This design comes from an exercise in tuning for small area, a short achievable clock period and few clock cycles per item on the open sky130 flow, not from production work.
Function was checked by simulation only, so behaviour that the tests miss may differ from the original.
Power is estimated from default activity; no workload was simulated.

`flow/config.mk`:
```
export PLATFORM = sky130hd
export DESIGN_NAME = future_enc
export DESIGN_NICKNAME = future_enc
export VERILOG_FILES = /design/flow/design.v
export SDC_FILE = /design/flow/constraint.sdc
export NUM_CORES = 4
export LEC_CHECK = 0
export CAP_MARGIN = 20
export CORE_MARGIN = 2
export CORE_UTILIZATION = 60
export CTS_CLUSTER_DIAMETER = 150
export CTS_CLUSTER_SIZE = 24
export SETUP_SLACK_MARGIN = 1.3
export SLEW_MARGIN = 20
```
`flow/constraint.sdc`:
```
create_clock -name core_clock -period 4.0 [get_ports {clk}]
set_input_delay 0.8000 -clock core_clock [delete_from_list [all_inputs] [get_ports {clk}]]
set_output_delay 0.8000 -clock core_clock [all_outputs]
set_load 0.01 [all_outputs]
```
`flow/design.v`:
```
`timescale 1ns / 1ps
module sbox(x0,x1,x2,x3,y0,y1,y2,y3);
	input x0,x1,x2,x3;
	output y0,y1,y2,y3;
	wire t2 = (x1 & x3) ^ x2;
	wire t3 = (x0 & t2) ^ x3;
	assign y0 = ~((x0 & t3) ^ x1);
	assign y1 = (y0 & t2) ^ x0;
	assign y2 = t2;
	assign y3 = t3;
endmodule
`timescale 1ns / 1ps
module m(input [0:15] b, output [0:15] c);
	assign c[0]  = b[0]^b[3]^b[7]^b[8]^b[12]^b[15];
	assign c[1]  = b[0]^b[1]^b[4]^b[9]^b[12]^b[13];
	assign c[2]  = b[1]^b[2]^b[5]^b[10]^b[13]^b[14];
	assign c[3]  = b[2]^b[6]^b[7]^b[11]^b[14];
	assign c[4]  = b[0]^b[1]^b[5]^b[11]^b[15];
	assign c[5]  = b[1]^b[2]^b[6]^b[8]^b[12];
	assign c[6]  = b[0]^b[2]^b[3]^b[4]^b[7]^b[9]^b[13];
	assign c[7]  = b[0]^b[3]^b[4]^b[10]^b[11]^b[14]^b[15];
	assign c[8]  = b[1]^b[4]^b[5]^b[8]^b[11]^b[15];
	assign c[9]  = b[2]^b[5]^b[6]^b[8]^b[9]^b[12];
	assign c[10] = b[0]^b[3]^b[4]^b[6]^b[7]^b[9]^b[10]^b[13];
	assign c[11] = b[0]^b[4]^b[7]^b[10]^b[14]^b[15];
	assign c[12] = b[3]^b[7]^b[8]^b[11]^b[12];
	assign c[13] = b[0]^b[4]^b[8]^b[9]^b[13];
	assign c[14] = b[1]^b[5]^b[9]^b[10]^b[14];
	assign c[15] = b[2]^b[3]^b[6]^b[7]^b[10]^b[15];
endmodule
`timescale 1ns / 1ps
module future_enc(
	input clk,
	input rst,
	input start,
	input [0:63] pt,
	input [0:63] key0,
	input [0:63] key1,
	input [0:63] rc,
	output [0:63] ct,
	output busy,
	output done
	);
	reg busy_r, done_r;
	reg [3:0] cnt;
	reg rcon;          
	wire ksel = cnt[0];    
	reg [0:63] Y, K0, K1, R;
	wire load = start & ~busy_r;
	wire last = (cnt == 4'd9);
	function [0:63] srow(input [0:63] x);
		srow = {x[0:3],   x[52:55], x[40:43], x[28:31],
		        x[16:19], x[4:7],   x[56:59], x[44:47],
		        x[32:35], x[20:23], x[8:11],  x[60:63],
		        x[48:51], x[36:39], x[24:27], x[12:15]};
	endfunction
	wire [0:63] k0r = {K0[0:15], K0[21:63], K0[0:4]};
	wire [0:63] kn = ksel ? k0r : K1;
	wire [0:63] rkn = kn ^ (R & {64{rcon}});
	wire [0:63] mx, sin, sy;
	genvar i;
	generate
		for (i = 0; i < 4; i = i + 1) begin : g_m
			m mc(.b(Y[16*i +: 16]), .c(mx[16*i +: 16]));
		end
	endgenerate
	assign sin = busy_r ? (srow(mx) ^ rkn) : (pt ^ key0);
	generate
		for (i = 0; i < 16; i = i + 1) begin : g_sb
			sbox sb(.x0(sin[4*i]),.x1(sin[4*i+1]),.x2(sin[4*i+2]),.x3(sin[4*i+3]),
				.y0(sy[4*i]),.y1(sy[4*i+1]),.y2(sy[4*i+2]),.y3(sy[4*i+3]));
		end
	endgenerate
	assign ct = srow(Y);
	always @(posedge clk) begin
		if (rst) begin
			busy_r <= 1'b0;
			done_r <= 1'b0;
		end else if (load) begin
			busy_r <= 1'b1;
			done_r <= 1'b0;
		end else if (busy_r & last) begin
			busy_r <= 1'b0;
			done_r <= 1'b1;
		end
	end
	always @(posedge clk) begin
		if (busy_r | start) Y <= sy;
		if (busy_r) begin
			cnt <= cnt + 4'd1;
			rcon <= (cnt != 4'd3) & (cnt != 4'd8);
			if (ksel) K0 <= {K0[5:63], K0[0:4]};
		end else begin
			cnt <= 4'd0;
			rcon <= 1'b1;
			if (start) K0 <= key0;
			K1 <= key1;
			R <= rc;
		end
	end
	assign busy = busy_r;
	assign done = done_r;
endmodule
```
`flow/flow/run.sh`:
```
#!/bin/bash
# Standard ORFS layout (the standard.sh, standard synthesis unchanged), with the
# port buffers that buffer_ports inserts made the smallest buffer instead of
# the default choice.
set -euo pipefail
bash standard.sh BUFFER_PORTS_ARGS="-buffer_cell sky130_fd_sc_hd__buf_1" finish > standard.log 2>&1
```
`flow/standard.sh`:
```
#!/bin/bash
# synth_recipe.tcl (not shown) runs the flow's synth.tcl, then flattens the netlist and writes it again
# the make line also repeats each setting of config.mk as NAME=value (left out here)
make -C /OpenROAD-flow-scripts/flow DESIGN_CONFIG=/design/flow/config.mk WORK_HOME=/design/flow/orfs CLKGATE_MAP_FILE= SYNTH_SCRIPT=/design/flow/synth_recipe.tcl "${@:-finish}"
```
==> impl_results.md, run 1 <==
* Worst path required time at between 4 and 5 ns
* Cell breakdown of the critical path: buf_12 -> mux2i_1 -> xnor2_1 -> xnor2_1 -> a21oi_2 -> mux2_2 -> o22ai_1
* Yosys top cell area share at 0.498
* Cell with the most instances after synthesis: edfxtp_1
* 1st-iter DRT viols at approximately 1100
* Slew Viols, Final at 0
* Worst slew margin at 0.527
* Area growth, synth to finish at 15.8%
* Die width at around 160 um
* Max Cap Viol at 0
* Clock root buffer: clkbuf_16
* HP Class: primary input to flop
* CTS sink count at 263
* CP Max Fanout at 22
* Final setup vio count at 0
* Wire length per cell at 23.1 um
* Clk latency of the worst-skew pair at around 0.50 ns
* Setup_tns at 0 ns
* Drt pass-1 iters at 5
* R2r setup slk at approximately 1.3 ns
* Fin crit share at 0.679
* Longest Clk Path Bufs at 3
* I/O pin cnt at between 300 and 400
* Routed Antenna Nets at 0
* CP Launch Point: cnt[0]
* Routability congestion estimate at 0.869
* Sequential area share after synthesis at 0.507
* Fillers at between 1500 and 2000
* Cell mode on critical path: xnor2_1
* Row cnt at between 50 and 60
* First-pass GRT wire length at approximately 61000 um
* Post-synthesis cell type count at between 50 and 60
* Top cells by count, synth: edfxtp_1 (256), xnor2_1 (165), nand2_1 (124)
* Power density cells at roughly 1000 nW/um2
* Post-synth design cell area at 15400 um2
* Vias/cell at roughly 5.7
* RSZ-0062 raised after global routing: true
* Post-synth EDFFs at 256
* Layout cells sized above 1 at 0.137
* CTS tree: done
* CTS Hold Buffers Added at 0
* Die height at between 150 and 200 um
* DPL Wire Length at roughly 33000 um
* Largest net degree at the start of global routing at between 80 and 90
* Port bufs at ~320
* Synthesized instance count at between 1000 and 1500
* Vias at 10664
* Bufs and invs on worst path at 1
* Htree depth at 1
* CP top delay family: multiplexers
* Residual DRC count at 0
* Leak pwr at slightly below 7 nW
* Crit path time final at 2.71 ns
* Slew @ Worst Pin at between 0.7 and 0.8 ns
* Num CTS Buffers at 14
* Fmax at roughly 370 MHz
* Overflow after GRT at 0
* Status: timing/DRC/antenna clean
* Worst r2r src: cnt[0]
* Avg Inst Size Synth at roughly 13 um2
* Peak VDD IR at around 0.7 mV
* Critical path startpoint category: flop
* Starting density of the core at 0.613
* Die Area at ~27000 um2
* N_diodes at 0
* Yosys reg bits at about 260
* Hold wc startpoint: rc[55]
* Antenna violations before repair at 2
* Worst-path clk slew at 0.11 ns
* YS warnings at 1
* Nets at between 1500 and 2000
* Post-synth top area cell: edfxtp_1
* Core area at 25200 um2
* Clk_skew at roughly 0.022 ns
* Detailed Route WL at 43000 um
* Synth Flop Type: edfxtp_1
* Placed Area at around 17000 um2
* Crit path arrival time at 3.05 ns
* GRT Total Usage at 0.308
* Asr flop ratio synth at 0
* Worst path slowest cell: dfxtp_4
* Main area contributors after synthesis: edfxtp_1 (50%), xnor2_1 (9.4%), xnor3_1 (7.9%), xor2_1 (5.7%), mux2_2 (5.4%)
* Setup CP Type: flop to flop
* Number of global-route vias before repair at about 10000
* Crit path largest cell delay at 0.51 ns
* Finished layout cell area at 17900 um2
* Critical path endpoint category: flop
* Final hold violations at 0
-- timing repair --
action / 4_1_cts / 5_1_grt
pin swaps: 1 / 6
setup endpoints to repair: 43 / 41
gates resized for setup: 14 / 41
endpoints found under the hold margin: 0 / 0
buffers inserted: 3 / 19
-- sequential cells by signal, indices dropped and copies added (netlist names) --
name	flops
R	64
K0	64
busy_r	1
K1	64
Y	64
cnt	4
rcon	1
done_r	1
-- area by class of cell --
cell class / count / area (um2) / share of cell area
Clock buffer: 20 / 394 / 0.0221
Inverter: 20 / 83.8 / 0.00469
Multi-Input combinational cell: 862 / 7560 / 0.423
Sequential cell: 263 / 7840 / 0.439
Tap cell: 330 / 413 / 0.0231
Timing Repair Buffer: 364 / 1570 / 0.0881
-- cell usage in the layout (no fill, tap or decap), types with 5 or more instances in the layout --
cell       count
a21oi_4        6
xnor2_2       19
clkbuf_16     15
nor2_1        73
mux2i_1       69
nor3_1        10
edfxtp_1     256
a211oi_1       9
o22ai_1        5
clkbuf_1       5
buf_1        324
xnor2_1      150
a221oi_1      10
xnor3_1       54
nor2b_1        8
nand2_1      124
o21ai_0        6
xor2_1        99
a21oi_1       26
a21oi_2       22
buf_4         34
inv_1         16
nand2b_1      17
o21ai_2       11
mux2_2        74
o21ai_1       16
-- metrics by stage --
stage,setup WS (ns),instances,hold slack (ns),util,power (mW)
6_report,1.29,1859,0.461,0.709,17.8
5_1_grt,1.19,1859,0.453,0.709,18.6
4_1_cts,1.20,1840,0.453,0.695,17.1
3_5_place_dp,1.06,1817,0.477,0.677,15.4
3_3_place_gp,1.18,1817,0.470,0.677,15.3
2_1_floorplan,1.30,1182,0.487,-,12.8
-- worst reg2reg max path, stage by stage (launching register included) --
cell	delay [ns]
dfxtp_4	0.51
buf_12	0.26
mux2i_1	0.47
xnor2_1	0.15
xnor2_1	0.46
a21oi_2	0.20
mux2_2	0.31
o22ai_1	0.20
-- cell families (layout without fill, tap and decap cells) --
| group | Yosys count | in the layout | share of synthesized area |
|---|---|---|---|
| DFF | 263 | 263 | 0.507 |
| xor gates and xnor gates | 328 | 328 | 0.240 |
| muxes | 146 | 146 | 0.102 |
| adders and majority gates | 3 | 3 | 0.00243 |
| buffers and inverters | 57 | 404 | 0.0202 |
| AOI/OAI and AO/OA | 135 | 135 | 0.0593 |
| and+or+nand+nor | 250 | 250 | 0.0693 |
-- path summary, 6_finish.rpt --
path | to | depth (start not counted)
min | R[55] | 1
max | Y[4] | 7
max reg2reg | Y[4] | 7
min reg2reg | done_r | 2
-- layer usage --
layer,part of all wire,vias to the layer above,track usage
li1,-,4892,-
met1,0.40,5168,0.423
met2,0.48,532,0.520
met3,0.084,70,0.0396
met4,0.029,2,0.0869
met5,0.00040,-,0
-- power by group --
part / switching (mW) / internal [mW]
clock network: 0.885 / 0.694
registers: 0.798 / 3.92
logic: 5.71 / 5.82
Testbench counts, summed over its fixed seeds: cycles 1,408, items 128.
==> run 2: changes to the inputs <==
--- a/flow/flow/run.sh
+++ b/flow/flow/run.sh
@@ -4,3 +4,3 @@
 # the default choice.
 set -euo pipefail
-bash standard.sh BUFFER_PORTS_ARGS="-buffer_cell sky130_fd_sc_hd__buf_1" finish > standard.log 2>&1
+bash standard.sh BUFFER_PORTS_ARGS="-buffer_cell sky130_fd_sc_hd__buf_1" REMOVE_ABC_BUFFERS=1 finish > standard.log 2>&1
==> impl_results.md, run 2 <==
* Placement Setup Slack at 0.887 ns (was 1.06 ns)
* Synthesized instance count at 1182 (unchanged)
* Top cells by count, synth: edfxtp_1 (256), xnor2_1 (165), nand2_1 (124) (unchanged)
* Power density cells at 987 nW/um2 (was 998 nW/um2)
* Mux cell area share after synthesis at 0.102 (unchanged)
* Drt pass-1 iters at 6 (was 5)
* Int Power at 10.5 mW (was 10.4 mW)
* Yosys reg bits at 263 (unchanged)
* Largest net degree at the start of global routing at 129 (was 82)
* CTS tree: done (unchanged)
* Main area contributors after synthesis: edfxtp_1 (50%), xnor2_1 (9.4%), xnor3_1 (7.9%), xor2_1 (5.7%), mux2_2 (5.4%) (unchanged)
* Crit path time final at 2.74 ns (was 2.71 ns)
* Die height at 164 um (unchanged)
* Layout cells sized above 1 at 0.141 (was 0.137)
* Leak pwr at 6.87 nW (was 6.81 nW)
* Status: timing/DRC/antenna clean (unchanged)
* Cell with the most instances after synthesis: edfxtp_1 (unchanged)
* First-pass GRT wire length at 59700 um (was 60500 um)
* CTS sink count at 263 (unchanged)
* Worst path required time at 4.31 ns (was 4.33 ns)
* Final setup vio count at 0 (unchanged)
* Overflow after GRT at 0 (unchanged)
* Commonest non-fill, non-tap cell in the layout: buf_1 (unchanged)
* 1st-iter DRT viols at 956 (was 1143)
* Comb pwr share at 0.642 (was 0.647)
* Sequential cell area at 7840 um2 (about the same)
* RSZ-0062 raised after global routing: true (unchanged)
* Residual DRC count at 0 (unchanged)
* Avg Inst Size Synth at 13.1 um2 (unchanged)
* Die Area at 27000 um2 (unchanged)
* Clock share of power at 0.089 (about the same)
* Asr flop ratio synth at 0 (unchanged)
* Core area at 25200 um2 (unchanged)
* Worst r2r src: Y[26] (was cnt[0])
* I/O pin cnt at 325 (unchanged)
* Htree depth at 1 (unchanged)
* Setup_tns at 0 ns (unchanged)
* Final hold violations at 0 (unchanged)
* Starting density of the core at 0.613 (unchanged)
* CP Max Fanout at 6 (was 22)
* DPL Wire Length at 31600 um (was 32500 um)
* Clk_skew at 0.0143 ns (was 0.0218 ns)
* Nets at 1794 (was 1787)
* Slew Viols, Final at 0 (unchanged)
* Max Cap Viol at 0 (unchanged)
* Critical path endpoint category: flop (unchanged)
* Sequential area share after synthesis at 0.507 (unchanged)
* Fin crit share at 0.685 (was 0.679)
* Vias/cell at 5.67 (was 5.74)
* Clk latency of the worst-skew pair at 0.50 ns (about the same)
* Post-synth design cell area at 15400 um2 (unchanged)
* YS warnings at 1 (unchanged)
* Synth Area in Simple Gates at 0.0693 (unchanged)
* Worst-path clk slew at 0.10 ns (was 0.11 ns)
* Antenna violations before repair at 0 (was 2)
* Final hold slack at 0.457 ns (was 0.461 ns)
* Core Util, Final at 0.713 (was 0.709)
* Slew @ Worst Pin at 0.843 ns (was 0.709 ns)
* Largest family of logic cells by synthesized area: XOR/XNOR gates (unchanged)
* Worst slew margin at 0.438 (was 0.527)
* Sw Ratio at 0.408 (was 0.415)
* Fillers at 1856 (was 1863)
* Number of global-route vias before repair at 9945 (was 10196)
* Peak VDD IR at 0.456 mV (was 0.721 mV)
* XOR/XNOR share of the synthesized area at 0.240 (unchanged)
* Synth Area in Compound Gates at 0.0593 (unchanged)
* Reg power frac at 0.269 (was 0.265)
* Post-synthesis cell type count at 53 (unchanged)
* Fmax at 365 MHz (was 368 MHz)
* Row cnt at 58 (unchanged)
* Total power at 17.7 mW (was 17.8 mW)
* Setup CP Type: flop to flop (unchanged)
* Final worst slack at 1.26 ns (was 1.29 ns)
* Most frequent cells in the layout: buf_1 (324), edfxtp_1 (256), xnor2_1 (148), nand2_1 (124), xor2_1 (97) (was buf_1 (324), edfxtp_1 (256), xnor2_1 (150), nand2_1 (124), xor2_1 (99))
* Post-synth EDFFs at 256 (unchanged)
* Die width at 164 um (unchanged)
* HP Class: primary input to flop (unchanged)
* Synth Flop Type: edfxtp_1 (unchanged)
* Crit path arrival time at 3.05 ns (about the same)
* Routed Antenna Nets at 0 (unchanged)
* CP Launch Point: Y[26] (was cnt[0])
* Routability congestion estimate at 0.923 (was 0.869)
* Area growth, synth to finish at 16.4% (was 15.8%)
* Hold wc startpoint: rc[37] (was rc[55])
* Yosys top cell area share at 0.498 (unchanged)
* Post-synth top area cell: edfxtp_1 (unchanged)
* Vias at 10592 (was 10664)
* GRT Total Usage at 0.305 (was 0.308)
* Wire length per cell at 22.6 um (was 23.1 um)
* Clock root buffer: clkbuf_16 (unchanged)
* Adder-cell share of the synthesized area at 0.00243 (unchanged)
* Critical path startpoint category: flop (unchanged)
* Total net switching power at 7.23 mW (was 7.39 mW)
* Longest Clk Path Bufs at 3 (unchanged)
* Num CTS Buffers at 14 (unchanged)
* Port bufs at 324 (unchanged)
* Multi-input gate area at 7570 um2 (was 7560 um2)
* Detailed Route WL at 42300 um (was 43000 um)
## run 2: cell counts after synthesis
No cell type changed its count.
## run 2: cell type report
cell class              count  share of cell area
diodes                      1            0.000139
repair buffers            370              0.0919
flip-flops and latches    263               0.436
clock buffers              20              0.0220
well taps                 330              0.0230
multi-input cells         863               0.422
inverters                  20             0.00495
## run 2: cells by family (layout without fill, tap and decap cells)
logic type / Yosys count / count (layout)
fa+ha+maj: 3 / 3
buf+inv: 57 / 410
xor+xnor: 328 / 328
simple gates: 250 / 251
flops: 263 / 263
other cells: 0 / 1
compound gates: 135 / 135
mux: 146 / 146
## run 2: path summary, 6_finish.rpt
kind / slack [ns] / end / cells past startpoint
worst max-delay path: 1.26 / Y[13] / 7
worst min register to register: 0.50 / done_r / 2
worst max register to register: 1.26 / Y[13] / 7
worst min-delay path: 0.46 / R[37] / 1
## run 2: timing repair
| action | in CTS | in global routing |
|---|---|---|
| hold buffers | 0 | 0 |
| setup buffers | 12 | 14 |
| pin swaps | 3 | 6 |
| resized for setup | 17 | 37 |
| endpoints found under the setup margin | 55 | 71 |
| cloned | 0 | 1 |
## run 2: critical path, stage by stage, from the launching register on
cell	delay, ns
edfxtp_1	0.52
xnor2_1	0.37
xnor2_2	0.22
xnor3_1	0.47
a21oi_2	0.41
nand2b_1	0.21
nor3_1	0.07
a211oi_1	0.29
## run 2: metrics by stage
stage	area, um2	instances
2_1_floorplan	15200	1145
3_3_place_gp	17000	1819
3_5_place_dp	17000	1819
4_1_cts	17600	1851
5_1_grt	18000	1866
6_report	18000	1867
## run 2: power groups by stage
stage                     Clock (mW)  Combinational (mW)  Sequential, mW
after floorplan                    0                8.11            4.67
after global placement             0                10.3            4.81
after detailed placement           0                10.5            4.80
after CTS                       1.59                10.7            4.73
after global routing            1.68                12.1            4.81
final                           1.57                11.4            4.77
## run 2: per-layer routing
layer / share of wire / up-vias / GRT usage / wire length (um)
met5: 0 / - / 0 / 0
met4: 0.033 / 0 / 0.0941 / 1380
met3: 0.082 / 61 / 0.0432 / 3450
met2: 0.48 / 522 / 0.504 / 20200
met1: 0.41 / 5100 / 0.421 / 17300
li1: - / 4909 / - / -
==> run 3: changes to the inputs <==
==> flow/flow/run.sh (replaced) <==
#!/bin/bash
# Standard ORFS layout (the standard.sh, standard synthesis unchanged), with the
# port buffers that buffer_ports inserts made the smallest buffer instead of
# the default choice.
set -euo pipefail
bash standard.sh BUFFER_PORTS_ARGS="-buffer_cell sky130_fd_sc_hd__buf_1" SKIP_CTS_REPAIR_TIMING=1 finish > standard.log 2>&1
--- a/flow/config.mk
+++ b/flow/config.mk
@@ -11,4 +11,4 @@
 export CTS_CLUSTER_DIAMETER = 150
 export CTS_CLUSTER_SIZE = 24
-export SETUP_SLACK_MARGIN = 1.3
+export SETUP_SLACK_MARGIN = 1.4
 export SLEW_MARGIN = 20
==> impl_results.md, run 3 <==
* Number of global-route vias before repair at 10035 (was 9945)
* CP Capture Point: Y[13] (unchanged)
* Adder-cell share of the synthesized area at 0.00243 (unchanged)
* Nets at 1842 (was 1794)
* Commonest non-fill, non-tap cell in the layout: buf_1 (unchanged)
* Fillers at 1749 (was 1856)
* Synth Area in Simple Gates at 0.0693 (unchanged)
* Final setup vio count at 0 (unchanged)
* Post-synthesis cell type count at 53 (unchanged)
* Clk_skew at 0.0156 ns (was 0.0143 ns)
* Slew @ Worst Pin at 0.815 ns (was 0.843 ns)
* Crit path arrival time at 2.94 ns (was 3.05 ns)
* Max Cap Viol at 0 (unchanged)
* DPL Wire Length at 31800 um (was 31600 um)
* Reg2Reg Depth at 7 (unchanged)
* Largest net degree at the start of global routing at 133 (was 129)
* R2r setup slk at 1.35 ns (was 1.26 ns)
* Die Area at 27000 um2 (unchanged)
* Status: timing/DRC/antenna clean (unchanged)
* Cell breakdown of the critical path: xnor2_2 -> xnor2_2 -> xnor3_1 -> a21oi_2 -> nand2b_1 -> nor3_2 -> a211oi_1 (was xnor2_1 -> xnor2_2 -> xnor3_1 -> a21oi_2 -> nand2b_1 -> nor3_1 -> a211oi_1)
* Yosys top cell area share at 0.498 (unchanged)
* GRT Total Usage at 0.308 (was 0.305)
* CP top delay family: XOR/XNOR gates (unchanged)
* CTS sink count at 263 (unchanged)
* Synthesized instance count at 1182 (unchanged)
* First-pass GRT wire length at 60100 um (was 59700 um)
* Longest Clk Path Bufs at 3 (unchanged)
* R2r endpoint: Y[13] (unchanged)
* Port bufs at 324 (unchanged)
* RSZ-0062 raised after global routing: true (unchanged)
* Num CTS Buffers at 14 (unchanged)
* Die width at 164 um (unchanged)
* Layout cells sized above 1 at 0.188 (was 0.141)
* Post-synth EDFFs at 256 (unchanged)
* Largest family of logic cells by synthesized area: XOR/XNOR gates (unchanged)
* Vias at 10875 (was 10592)
* XOR/XNOR share of the synthesized area at 0.240 (unchanged)
* Sequential area share after synthesis at 0.507 (unchanged)
* Top cells by count, synth: edfxtp_1 (256), xnor2_1 (165), nand2_1 (124) (unchanged)
* CP Max Fanout at 6 (unchanged)
* Leak pwr at 7.21 nW (was 6.87 nW)
* Peak VDD IR at 0.598 mV (was 0.456 mV)
* Worst path slowest cell: edfxtp_1 (unchanged)
* Worst path required time at 4.29 ns (was 4.31 ns)
* Cell with the most instances after synthesis: edfxtp_1 (unchanged)
* Critical path endpoint category: flop (unchanged)
* Routability congestion estimate at 0.916 (was 0.923)
* Worst r2r src: Y[30] (was Y[26])
* CTS tree: done (unchanged)
* Core area at 25200 um2 (unchanged)
* Antenna violations before repair at 1 (was 0)
* HP Class: primary input to flop (unchanged)
* Synth Flop Type: edfxtp_1 (unchanged)
* Hold-critical path depth at 1 (unchanged)
* I/O pin cnt at 325 (unchanged)
* Fmax at 377 MHz (was 365 MHz)
* Post-synth top area cell: edfxtp_1 (unchanged)
* Crit path time final at 2.65 ns (was 2.74 ns)
* Main area contributors after synthesis: edfxtp_1 (50%), xnor2_1 (9.4%), xnor3_1 (7.9%), xor2_1 (5.7%), mux2_2 (5.4%) (unchanged)
* Clk latency of the worst-skew pair at 0.50 ns (about the same)
* CP Launch Point: Y[30] (was Y[26])
* Overflow after GRT at 0 (unchanged)
* Sequential cell area at 7840 um2 (unchanged)
* Cell mode on critical path: xnor2_2
* Yosys reg bits at 263 (unchanged)
* Starting density of the core at 0.613 (unchanged)
* Residual DRC count at 0 (unchanged)
* Htree depth at 1 (unchanged)
* Post-synth design cell area at 15400 um2 (unchanged)
* Bufs and invs on worst path at 0 (unchanged)
* 1st-iter DRT viols at 1239 (was 956)
* Wire length per cell at 22.8 um (was 22.6 um)
* YS warnings at 1 (unchanged)
* Row cnt at 58 (unchanged)
* Final hold violations at 0 (unchanged)
* Worst slew margin at 0.456 (was 0.438)
* Total power at 18.9 mW (was 17.7 mW)
* Area growth, synth to finish at 20.5% (was 16.4%)
* Crit path largest cell delay at 0.53 ns (was 0.52 ns)
* Synth Area in Compound Gates at 0.0593 (unchanged)
* Fin crit share at 0.663 (was 0.685)
* Drt pass-1 iters at 7 (was 6)
* Mux cell area share after synthesis at 0.102 (unchanged)
* Avg Inst Size Synth at 13.1 um2 (unchanged)
* Asr flop ratio synth at 0 (unchanged)
* Routed Antenna Nets at 0 (unchanged)
* Detailed Route WL at 43700 um (was 42300 um)
* Worst-path clk slew at 0.10 ns (about the same)
* Setup CP Type: flop to flop (unchanged)
* Critical path startpoint category: flop (unchanged)
* Slew Viols, Final at 0 (unchanged)
* Instance count on the critical path at 7 (unchanged)
* Setup_tns at 0 ns (unchanged)
* Most frequent cells in the layout: buf_1 (324), edfxtp_1 (256), xnor2_1 (134), nand2_1 (124), xor2_1 (96) (was buf_1 (324), edfxtp_1 (256), xnor2_1 (148), nand2_1 (124), xor2_1 (97))
* Die height at 164 um (unchanged)
* Power density cells at 1020 nW/um2 (was 987 nW/um2)
* Clock root buffer: clkbuf_16 (unchanged)
* Vias/cell at 5.68 (was 5.67)
* Multi-input gate area at 7800 um2 (was 7570 um2)
* N_diodes at 0 (was 1)
[run 3: how the worst min path moves through the flow]
stage / from / to / slack [ns]
finish: key1[1] / K1[1] / 0.46
global route: rc[14] / R[14] / 0.45
CTS: rc[16] / R[16] / 0.46
detailed placement: done_r / done_r / 0.50
global placement: done_r / done_r / 0.47
floorplan: cnt[2] / rcon / 0.49
[run 3: logic make-up after synthesis]
kind of cell               after synthesis
DFF                                    263
and+or+nand+nor                        250
muxes                                  146
xor gates and xnor gates               328
buffers and inverters                   57
adders and majority gates                3
AOI/OAI and AO/OA                      135
[run 3: area by class of cell]
| type | instances | share of cell area |
|---|---|---|
| Clock buffer | 19 | 0.0210 |
| Sequential cell | 263 | 0.422 |
| Inverter | 20 | 0.00491 |
| Multi-Input combinational cell | 862 | 0.420 |
| Timing Repair Buffer | 419 | 0.111 |
| Tap cell | 330 | 0.0222 |
[run 3: metal layers]
layer	part of all wire	routed length [um]	vias up	global-route usage
met2	0.48	21200	571	0.510
met1	0.40	17600	5239	0.418
met5	0.00021	9	-	0
met3	0.080	3490	74	0.0477
li1	-	-	4989	-
met4	0.032	1410	2	0.0997
[run 3: power breakdown]
part           switching [mW]  internal, mW  leakage [nW]
clock network           0.884         0.689         0.190
registers               0.827          3.92          2.62
logic                    6.09          6.45          4.40
total                    7.80          11.1          7.21
[run 3: per-stage QoR]
step                cells  hold slack [ns]  cell area, um2  worst slack [ns]   util
CTS                  1832            0.456           17400             0.986  0.692
global placement     1813            0.471           17000              1.08  0.676
global route         1913            0.451           18600              1.22  0.738
finish               1913            0.460           18600              1.35  0.738
floorplan            1182            0.487           15500              1.41      -
detailed placement   1813            0.499           17000              1.03  0.676
[run 3: worst register-to-register path, delay by kind of cell, from the launching register on]
kind                      cells  cell delay [ns]
xor gates and xnor gates      3             0.98
AOI/OAI and AO/OA             2             0.67
and+or+nand+nor               2             0.27
DFF                           1             0.53
==> run 4: changes to the inputs <==
--- a/flow/config.mk
+++ b/flow/config.mk
@@ -11,4 +11,4 @@
 export CTS_CLUSTER_DIAMETER = 150
 export CTS_CLUSTER_SIZE = 24
-export SETUP_SLACK_MARGIN = 1.4
+export SETUP_SLACK_MARGIN = 1.3
 export SLEW_MARGIN = 20
==> impl_results.md, run 4 <==
* Status: timing/DRC/antenna clean (unchanged)
* Num CTS Buffers at 14 (unchanged)
* Post-synth EDFFs at 256 (unchanged)
* Fin crit share at 0.674 (was 0.663)
* N_diodes at 0 (unchanged)
* Clock root buffer: clkbuf_16 (unchanged)
* Fillers at 1871 (was 1749)
* Sequential area share after synthesis at 0.507 (unchanged)
* Critical path endpoint category: flop (unchanged)
* Worst slew margin at 0.530 (was 0.456)
* Post-synth design cell area at 15400 um2 (unchanged)
* Vias/cell at 5.71 (was 5.68)
* Power density cells at 999 nW/um2 (was 1020 nW/um2)
* Fmax at 371 MHz (was 377 MHz)
* CTS sink count at 263 (unchanged)
* Clk_skew at 0.0203 ns (was 0.0156 ns)
* Port bufs at 324 (unchanged)
* Nets at 1782 (was 1842)
* Clk latency of the worst-skew pair at 0.50 ns (about the same)
* Die width at 164 um (unchanged)
* Routability congestion estimate at 0.869 (was 0.916)
* Most frequent cells in the layout: buf_1 (324), edfxtp_1 (256), xnor2_1 (149), nand2_1 (124), xor2_1 (99) (was buf_1 (324), edfxtp_1 (256), xnor2_1 (134), nand2_1 (124), xor2_1 (96))
* Placement Setup Slack at 1.06 ns (was 1.03 ns)
* Yosys top cell area share at 0.498 (unchanged)
* Main area contributors after synthesis: edfxtp_1 (50%), xnor2_1 (9.4%), xnor3_1 (7.9%), xor2_1 (5.7%), mux2_2 (5.4%) (unchanged)
* Synth Flop Type: edfxtp_1 (unchanged)
* Final setup vio count at 0 (unchanged)
* Yosys reg bits at 263 (unchanged)
* Crit path time final at 2.70 ns (was 2.65 ns)
* Setup CP Type: flop to flop (unchanged)
* Antenna violations before repair at 2 (was 1)
* DPL Wire Length at 32500 um (was 31800 um)
* Avg Inst Size Synth at 13.1 um2 (unchanged)
* Crit path arrival time at 2.97 ns (was 2.94 ns)
* RSZ-0062 raised after global routing: true (unchanged)
* Slew @ Worst Pin at 0.705 ns (was 0.815 ns)
* Starting density of the core at 0.613 (unchanged)
* Worst path required time at 4.28 ns (was 4.29 ns)
* CP Max Fanout at 7 (was 6)
* YS warnings at 1 (unchanged)
* Detailed Route WL at 43000 um (was 43700 um)
* Wire length per cell at 23.2 um (was 22.8 um)
* First-pass GRT wire length at 60300 um (was 60100 um)
* Post-synth top area cell: edfxtp_1 (unchanged)
* Peak VDD IR at 0.721 mV (was 0.598 mV)
* Post-synthesis cell type count at 53 (unchanged)
* Largest net degree at the start of global routing at 82 (was 133)
* Asr flop ratio synth at 0 (unchanged)
* Leak pwr at 6.79 nW (was 7.21 nW)
* Htree depth at 1 (unchanged)
* Area growth, synth to finish at 15.6% (was 20.5%)
* Commonest non-fill, non-tap cell in the layout: buf_1 (unchanged)
* Final hold violations at 0 (unchanged)
* Synthesized instance count at 1182 (unchanged)
* Residual DRC count at 0 (unchanged)
* HP Class: primary input to flop (unchanged)
* Die Area at 27000 um2 (unchanged)
* Worst-path clk slew at 0.10 ns (about the same)
* 1st-iter DRT viols at 1128 (was 1239)
* Core area at 25200 um2 (unchanged)
* Layout cells sized above 1 at 0.136 (was 0.188)
* Die height at 164 um (unchanged)
* Vias at 10592 (was 10875)
* I/O pin cnt at 325 (unchanged)
* Overflow after GRT at 0 (unchanged)
* Routed Antenna Nets at 0 (unchanged)
* Final worst slack at 1.30 ns (was 1.35 ns)
* Drt pass-1 iters at 5 (was 7)
* Cell with the most instances after synthesis: edfxtp_1 (unchanged)
* Slew Viols, Final at 0 (unchanged)
* CTS tree: done (unchanged)
* Row cnt at 58 (unchanged)
* Longest Clk Path Bufs at 3 (unchanged)
* GRT Total Usage at 0.307 (was 0.308)
* Top cells by count, synth: edfxtp_1 (256), xnor2_1 (165), nand2_1 (124) (unchanged)
* Max Cap Viol at 0 (unchanged)
* Critical path startpoint category: flop (unchanged)
* Number of global-route vias before repair at 10124 (was 10035)
* Setup_tns at 0 ns (unchanged)
-- run 4: layout make-up --
cell class,count,area [um2],share of cell area
Multi-Input combinational cell,862,7570,0.424
Tap cell,330,413,0.0231
Timing Repair Buffer,359,1540,0.0863
Sequential cell,263,7840,0.439
Clock buffer,20,394,0.0221
Inverter,20,83.8,0.00470
-- run 4: worst paths after layout --
path | start | end | slack, ns | cells after the start
min reg2reg | done_r | done_r | 0.49 | 2
min | rc[55] | R[55] | 0.46 | 1
max | Y[26] | Y[59] | 1.30 | 7
max reg2reg | Y[26] | Y[59] | 1.30 | 7
-- run 4: metal layers --
metal	global-route usage	wire [um]	share of wire	vias to the layer above
li1	-	-	-	4891
met1	0.419	17400	0.41	5102
met2	0.517	20800	0.48	529
met3	0.0424	3540	0.082	68
met4	0.0857	1180	0.027	2
met5	0	17	0.00040	-
-- run 4: logic make-up after synthesis --
kind of cell,count (synthesis),share of synthesized area
xor gates and xnor gates,328,0.240
DFF,263,0.507
muxes,146,0.102
and+or+nand+nor,250,0.0693
AOI/OAI and AO/OA,135,0.0593
adders and majority gates,3,0.00243
buffers and inverters,57,0.0202
-- run 4: report_power, final --
part	internal (mW)	switching, mW	total [mW]	leakage, nW
Sequential	3.92	0.822	4.75	2.62
Clock	0.694	0.882	1.58	0.191
Combinational	5.81	5.69	11.5	3.98
-- run 4: worst max-delay path, cell delays in order, from the launching register on --
cell and delay (ns):
edfxtp_1 0.51, xnor2_2 0.32, xor3_2 0.45, xnor3_1 0.43, a21oi_4 0.24, nor2_1 0.08
and3b_1 0.18, a221oi_1 0.27
-- run 4: per-stage QoR --
step	total power [mW]	util	std cells	cell area, um2	hold slack (ns)
6_report	17.8	0.708	1854	17800	0.462
5_1_grt	18.6	0.708	1854	17800	0.453
4_1_cts	17.0	0.692	1837	17400	0.453
3_5_place_dp	15.4	0.677	1817	17000	0.477
3_3_place_gp	15.3	0.677	1817	17000	0.470
2_1_floorplan	12.8	-	1182	15500	0.487
==> run 5: changes to the inputs <==
--- a/flow/config.mk
+++ b/flow/config.mk
@@ -8,5 +8,5 @@
 export CAP_MARGIN = 20
 export CORE_MARGIN = 2
-export CORE_UTILIZATION = 60
+export CORE_UTILIZATION = 65
 export CTS_CLUSTER_DIAMETER = 150
 export CTS_CLUSTER_SIZE = 24
==> impl_results.md, run 5 <==
* Status: timing/DRC/antenna clean (unchanged)
* Fmax at 371 MHz (about the same)
* Wire length per cell at 23.1 um (was 23.2 um)
* Synth Flop Type: edfxtp_1 (unchanged)
* Yosys reg bits at 263 (unchanged)
* Detailed Route WL at 43400 um (was 43000 um)
* Slew Viols, Final at 0 (unchanged)
* Post-synth EDFFs at 256 (unchanged)
* Multi-input gate area at 7480 um2 (was 7570 um2)
* Peak VDD IR at 0.521 mV (was 0.721 mV)
* Commonest non-fill, non-tap cell in the layout: buf_1 (unchanged)
* Power density cells at 996 nW/um2 (was 999 nW/um2)
* Main area contributors after synthesis: edfxtp_1 (50%), xnor2_1 (9.4%), xnor3_1 (7.9%), xor2_1 (5.7%), mux2_2 (5.4%) (unchanged)
* 1st-iter DRT viols at 996 (was 1128)
* Worst slew margin at 0.432 (was 0.530)
* DPL Wire Length at 32000 um (was 32500 um)
* Clock root buffer: clkbuf_16 (unchanged)
* Final hold violations at 0 (unchanged)
* Die height at 158 um (was 164 um)
* Overflow after GRT at 0 (unchanged)
* Setup CP Type: flop to flop (unchanged)
* Vias/cell at 5.78 (was 5.71)
* Total power at 17.9 mW (was 17.8 mW)
* Setup_tns at 0 ns (unchanged)
* Crit path arrival time at 2.95 ns (was 2.97 ns)
* Sequential cell area at 7840 um2 (unchanged)
* Leak pwr at 6.91 nW (was 6.79 nW)
* GRT Total Usage at 0.330 (was 0.307)
* Synthesized instance count at 1182 (unchanged)
* Crit path time final at 2.69 ns (was 2.70 ns)
* Num CTS Buffers at 14 (unchanged)
* Largest net degree at the start of global routing at 122 (was 82)
* HP Class: primary input to flop (unchanged)
* Drt pass-1 iters at 5 (unchanged)
* Post-synth top area cell: edfxtp_1 (unchanged)
* Critical path endpoint category: flop (unchanged)
* Row cnt at 56 (was 58)
* Vias at 10858 (was 10592)
* Cell with the most instances after synthesis: edfxtp_1 (unchanged)
* Critical path startpoint category: flop (unchanged)
* Bufs and invs on worst path at 0 (unchanged)
* Routed Antenna Nets at 0 (unchanged)
* Post-synthesis cell type count at 53 (unchanged)
* Routability congestion estimate at 0.948 (was 0.869)
* Htree depth at 1 (unchanged)
* Starting density of the core at 0.659 (was 0.613)
* RSZ-0062 raised after global routing: true (unchanged)
* Cell mode on critical path: xnor3_1
* Clk_skew at 0.0183 ns (was 0.0203 ns)
* Top cells by count, synth: edfxtp_1 (256), xnor2_1 (165), nand2_1 (124) (unchanged)
* Slew @ Worst Pin at 0.852 ns (was 0.705 ns)
* Most frequent cells in the layout: buf_1 (324), edfxtp_1 (256), xnor2_1 (155), nand2_1 (124), xor2_1 (97) (was buf_1 (324), edfxtp_1 (256), xnor2_1 (149), nand2_1 (124), xor2_1 (99))
* Residual DRC count at 0 (unchanged)
* Area growth, synth to finish at 16.6% (was 15.6%)
* Fin crit share at 0.673 (was 0.674)
* First-pass GRT wire length at 59900 um (was 60300 um)
* Post-synth design cell area at 15400 um2 (unchanged)
* CTS tree: done (unchanged)
* Die Area at 25000 um2 (was 27000 um2)
* Worst path required time at 4.25 ns (was 4.28 ns)
* Avg Inst Size Synth at 13.1 um2 (unchanged)
* YS warnings at 1 (unchanged)
* Longest Clk Path Bufs at 3 (unchanged)
* Yosys top cell area share at 0.498 (unchanged)
* Crit path largest cell delay at 0.50 ns (was 0.51 ns)
* N_diodes at 0 (unchanged)
* Clk latency of the worst-skew pair at 0.51 ns (was 0.50 ns)
* Antenna violations before repair at 0 (was 2)
* Core Util, Final at 0.769 (was 0.708)
* CP Max Fanout at 5 (was 7)
* Nets at 1816 (was 1782)
* Port bufs at 324 (unchanged)
* Worst path slowest cell: edfxtp_1 (unchanged)
* Asr flop ratio synth at 0 (unchanged)
* Die width at 158 um (was 164 um)
* Cell breakdown of the critical path: xnor2_1 -> xnor3_1 -> xnor3_1 -> o21ai_2 -> nand2_1 -> nor3_1 -> a211oi_1 (was xnor2_2 -> xor3_2 -> xnor3_1 -> a21oi_4 -> nor2_1 -> and3b_1 -> a221oi_1)
* Final setup vio count at 0 (unchanged)
* CTS sink count at 263 (unchanged)
* Fillers at 1536 (was 1871)
* Worst-path clk slew at 0.10 ns (about the same)
* Number of global-route vias before repair at 10216 (was 10124)
* Max Cap Viol at 0 (unchanged)
* Core area at 23400 um2 (was 25200 um2)
* I/O pin cnt at 325 (unchanged)
* Layout cells sized above 1 at 0.149 (was 0.136)
* CP top delay family: XOR/XNOR gates (unchanged)
* Sequential area share after synthesis at 0.507 (unchanged)
==> run 5: cell types whose count changed in the layout (fill, tap and decap cells not counted), sizes merged <==
cell / previous run / this run
buf: 359 / 393
==> run 5: final timing paths <==
kind,endpoint,cells past startpoint,startpoint,slack (ns)
worst max-delay path,Y[9],7,Y[32],1.31
worst min-delay path,K1[43],1,key1[43],0.45
worst max register to register,Y[9],7,Y[32],1.31
worst min register to register,done_r,2,done_r,0.52
==> run 5: metal layers <==
metal | track usage | routed length [um]
met3 | 0.0441 | 3720
met1 | 0.446 | 17000
met4 | 0.132 | 1660
met2 | 0.546 | 21000
met5 | 0 | 0
==> run 5: kinds of logic after synthesis <==
family	Yosys count	share of synthesized area
buffers and inverters	57	0.0202
adders and majority gates	3	0.00243
muxes	146	0.102
AOI/OAI and AO/OA	135	0.0593
and+or+nand+nor	250	0.0693
xor gates and xnor gates	328	0.240
DFF	263	0.507
==> run 5: area by class of cell <==
class | count | area share
sequential | 263 | 0.436
tap | 319 | 0.0222
multi-input combinational | 862 | 0.416
timing repair buffer | 393 | 0.0998
inverter | 20 | 0.00480
clock buffer | 20 | 0.0219
==> run 5: power breakdown <==
group          leakage (nW)  switching [mW]  internal, mW
clock                 0.191           0.883         0.693
sequential             2.62           0.843          3.92
combinational          4.10            5.63          5.96
total                  6.91            7.35          10.6
==> run 5: metrics by stage <==
| step | hold slack (ns) | area (um2) | std cells | worst slack [ns] |
|---|---|---|---|---|
| 2_1_floorplan | 0.487 | 15500 | 1182 | 1.30 |
| 3_3_place_gp | 0.470 | 17000 | 1802 | 0.991 |
| 3_5_place_dp | 0.497 | 17000 | 1802 | 0.985 |
| 4_1_cts | 0.442 | 17400 | 1822 | 0.961 |
| 5_1_grt | 0.441 | 18000 | 1877 | 1.22 |
| 6_report | 0.447 | 18000 | 1877 | 1.31 |

[port drivers added, routing unchanged]
The flow's constraints put no driver on any port. The routed layouts listed below were extracted and timed again, unchanged, in two steps. Step 1, drivers: a clkbuf_16 drives clk and a buf_2 each remaining input, both assumed. Step 2 adds t to the input delays and takes it off the output delays; t is the mean of the earliest and latest rising clock arrival at the registers after step 1. Input paths then give back, and output paths get back, about the clock's delay inside the block. Three values: ideal, step 1, step 2; two values: the first two.
run	t (ns)	setup WS [ns]	latest minus earliest clock arrival (ns)	worst register clock-pin slew, ns	cell pins on the clock port's net
run 1	0.544	1.285 / 1.285 / 1.285	0.023 / 0.022	0.11 / 0.11	1
run 2	0.546	1.260 / 1.260 / 1.260	0.016 / 0.016	0.10 / 0.10	1
run 3	0.544	1.346 / 1.346 / 1.346	0.016 / 0.016	0.10 / 0.10	1
run 4	0.538	1.305 / 1.305 / 1.305	0.021 / 0.021	0.11 / 0.11	1
run 5	0.555	1.306 / 1.306 / 1.306	0.018 / 0.018	0.11 / 0.11	1
After both steps setup and hold are still met in every run listed.
